Context: an optimization exercise on an open-source flow, tuned for small area. The choices shown serve that exercise and are no tape-out recipe. Function was checked by simulation only, so behaviour that the tests miss may differ from the original. Power figures rest on the tool's default switching activity, not on a simulated workload.

Setup of build 76:
// myclint
module myclint #(
    parameter ADDR_W  = 32,
    parameter DATA_W  = 32,
    parameter N_CORES = 8
) (
    input                 clk,  
    input                 rt_clk,  
    input                 reset,  
    input                 valid,  
    input  [ADDR_W-1:0]   address,  
    input  [DATA_W-1:0]   wdata,  
    input  [DATA_W/8-1:0] wstrb,  
    output [DATA_W-1:0]   rdata,  
    output                ready,  
    output [N_CORES-1:0]  mtip,  
    output [N_CORES-1:0]  msip   
);
  wire [15:0] a = address[15:0];
  wire write    = &wstrb;
  wire req      = valid & ~reset;
  wire hit_cmp  = (a[15:6] == 10'h100);    
  wire hit_time = (a[15:3] == 13'h17ff);   
  wire hit_msip = (a[15:5] == 11'h000);    
  wire wr       = req & write;
  reg rsp, ready_q;
  always @(posedge clk) begin
    rsp     <= req & (hit_cmp | hit_time | hit_msip);
    ready_q <= rsp;
  end
  assign ready = ready_q;
  reg [1:0] rtc_s;
  reg       rtc_p;
  always @(posedge clk) begin
    if (reset) begin
      rtc_s <= 2'b00;
      rtc_p <= 1'b0;
    end else begin
      rtc_s <= {rtc_s[0], rt_clk};
      rtc_p <= rtc_s[1];
    end
  end
  wire inc = rtc_s[1] & ~rtc_p;
  wire [31:0] wd0     = wdata & {32{~reset}};
  wire        wr_tlo  = reset | (wr & hit_time & ~a[2]);
  wire        wr_thi  = reset | (wr & hit_time &  a[2]);
  reg  [63:0] mtime;
  wire [63:0] mtime_inc = mtime + {63'b0, inc};
  always @(posedge clk) begin
    mtime[31:0]  <= wr_tlo ? wd0 : mtime_inc[31:0];
    mtime[63:32] <= wr_thi ? wd0 : mtime_inc[63:32];
  end
  reg [63:0] cmpn0, cmpn1, cmpn2, cmpn3, cmpn4, cmpn5, cmpn6, cmpn7;
  ...
For scale: ~2400 cells after synthesis, roughly 29000 um^2 of cells after synthesis.
export LEC_CHECK = 0
export CAP_MARGIN = 20
export CORE_MARGIN = 2
export CORE_UTILIZATION = 40
export SLEW_MARGIN = 20
create_clock -name core_clock -period 6.0 [get_ports {clk}]
standard.sh (not shown) runs the stock make flow with config.mk's settings and CLKGATE_MAP_FILE= SYNTH_SCRIPT=/design/flow/synth_recipe.tcl, a recipe that flattens the netlist after the stock synthesis.
==> flow/flow/run.sh <==
#!/bin/bash
# Own layout flow: the standard ORFS flow (standard.sh) with
#  - synthesis using an area-oriented abc script (flow/synth.tcl, flow/area.abc),
#  - the smallest buffer on the ports,
#  - a clock tree of small clock buffers without dummy loads.
# Each step's full log stays in orfs/logs/ (ORFS writes one per step); make's
# own output goes to flow_make.log in the work folder.
set -euo pipefail
W=$(pwd)
export OWN_FLOW_DIR=$W/flow
CTS="-sink_clustering_enable -repair_clock_nets -dont_use_dummy_load"
CTS="$CTS -buf_list {sky130_fd_sc_hd__clkbuf_8} -root_buf sky130_fd_sc_hd__clkbuf_16"
CTS="$CTS -sink_clustering_size 14 -sink_clustering_max_diameter 100"
bash standard.sh \
  SYNTH_SCRIPT=$W/flow/synth.tcl \
  "BUFFER_PORTS_ARGS=-buffer_cell sky130_fd_sc_hd__buf_1" \
  "CTS_ARGS=$CTS" \
  finish > $W/flow_make.log 2>&1
==> flow/flow/area.abc <==
&get -n
&st
&syn2
&dch
&nf -R 1000
&put
==> flow/flow/synth.tcl <==
# The standard flow's synthesis script (synth_recipe.tcl), with the abc step given an
# area-oriented script; everything else, the flip-flop mapping included, is as
# in the standard synthesis.
proc synth {args} { yosys synth -nofsm -noshare {*}$args }
proc abc {args} {
  set i [lsearch -exact $args -script]
  if {$i >= 0} { lset args [expr {$i + 1}] $::env(OWN_FLOW_DIR)/area.abc }
  yosys abc {*}$args
}
source $::env(SCRIPTS_DIR)/synth.tcl
# left out here: clear keep_hierarchy, flatten, clean up, hide names made inside functions, write 1_2_yosys.v
Per the final summary, build 76 finished and its layout is clean on timing, DRC and antenna.
diff inputs: build 76 => build 5
Settings: GPL_TIMING_DRIVEN: unset -> 0.
diff --git a/flow/flow/run.sh b/flow/flow/run.sh
--- a/flow/flow/run.sh
+++ b/flow/flow/run.sh
@@ -13 +13 @@
-CTS="$CTS -sink_clustering_size 14 -sink_clustering_max_diameter 100"
+CTS="$CTS -sink_clustering_size 16 -sink_clustering_max_diameter 100"
### Flow results
- Build 5 went all the way through the flow, and no timing, DRC or antenna check failed.
- Est. power | build 5 vs build 76 | build 5 lower
- The part of the power in the clock network of build 5 falls short of that of build 76 by 1.1 points.
- Clock buffer count of build 5 falls short of that of build 76 by more than 10%.
- Of build 76 and build 5, the higher total internal power belongs to build 76.
- [compare] base=build 76 new=build 5: data arrival time of the critical path increased by 0.12 ns relative to the old numbers, wire length increased by about 0.5% relative to the old numbers.
- When build 5 is set beside build 76, its total non-filler cell area in the finished layout turns out to be about 1.4% larger.
Changes in build 46 relative to build 5:
Settings: clearing GPL_TIMING_DRIVEN, which used to be 0.
--- outcome ---
Build 46 ended up with met2 as its most heavily used metal layer in global routing; build 5 ended up with met1.
Total global routing track utilization delta (build 46 -> build 5): insignificant
There was hardly any difference in combinational power between build 46 and build 5.
Upper clock frequency limit for build 46: 2.6 MHz up relative to build 5
On layout-stage area growth over the synthesis result, the lower figure sits with build 46, not build 5.
Between build 46 and build 5, final standard cell utilization of the core is lower for build 46, build 5 comes in above that.
Number of nets in the synthesized netlist across build 46 and build 5: no real change.
Summary of build 46 over build 5: clock period minus worst slack lost 0.089 ns, final setup slack of the worst path picked up an extra 0.089 ns, routed wire length lost about 0.44%.
Comparing build 46 and build 5, final estimated routing congestion in global placement is higher on build 46.
Any difference in area used by sequential logic in the layout between build 46 and build 5 is small enough to ignore.
What build 89 does differently from build 46 at the input level:
Settings: setting SETUP_SLACK_MARGIN to 0.2 for the first time.
diff --git a/flow/flow/run.sh b/flow/flow/run.sh
--- a/flow/flow/run.sh
+++ b/flow/flow/run.sh
@@ -13 +13 @@
-CTS="$CTS -sink_clustering_size 16 -sink_clustering_max_diameter 100"
+CTS="$CTS -sink_clustering_size 14 -sink_clustering_max_diameter 100"
==> flow/flow/area.abc <==
&get -n
&st
&dc2
&syn2
&dch
&nf -R 1000 -p
&st
&dch
&nf -R 1000 -p
&put
--- outcome ---
The worst setup path endpoint comes out mtip[1] in one run and mtip[5] in the other, namely in build 46 and build 89 respectively.
Compared with build 46, build 89 shows a higher overall track demand over capacity in global routing.
Final weighted congestion in routability-driven placement, build 89 and build 46: larger value in build 89
Global-route layer with the greatest usage = met2: build 46; global-route layer with the greatest usage = met1: build 89
Going from build 46 to build 89, headroom to the max-slew limit grows by 8.3 points.
Between build 46 and build 89, the die boundary height figures differ only marginally.

## re-timing with driven ports
How much do the figures lean on ideal ports? The routed layouts below were timed once more, with nothing changed but the port constraints.
Step 1 sets driving cells, clkbuf_16 on the clock port and buf_2 on the other inputs (assumed; they add their load-dependent delay and slew).
Step 2 also shifts input and output timing later by t, the mid clock arrival at the registers, as if the neighbouring blocks saw the same clock.
Slacks: ideal ports / drivers / drivers and shift; pairs: ideal ports / drivers.
run | t (ns) | slack for setup (ns) | latest minus earliest clock arrival (ns) | slew at the worst register clock pin (ns) | cell pins on the clock port's net
build 76 | 0.640 | 0.180 / 0.117 / 0.477 | 0.064 / 0.064 | 0.10 / 0.10 | 1
build 5 | 0.642 | 0.064 / -0.001 / 0.176 | 0.034 / 0.034 | 0.12 / 0.12 | 1
build 46 | 0.649 | 0.153 / 0.089 / 0.473 | 0.050 / 0.050 | 0.12 / 0.12 | 1
build 89 | 0.642 | 0.245 / 0.189 / 0.703 | 0.064 / 0.064 | 0.12 / 0.12 | 1
After both steps setup and hold are still met in every run listed.
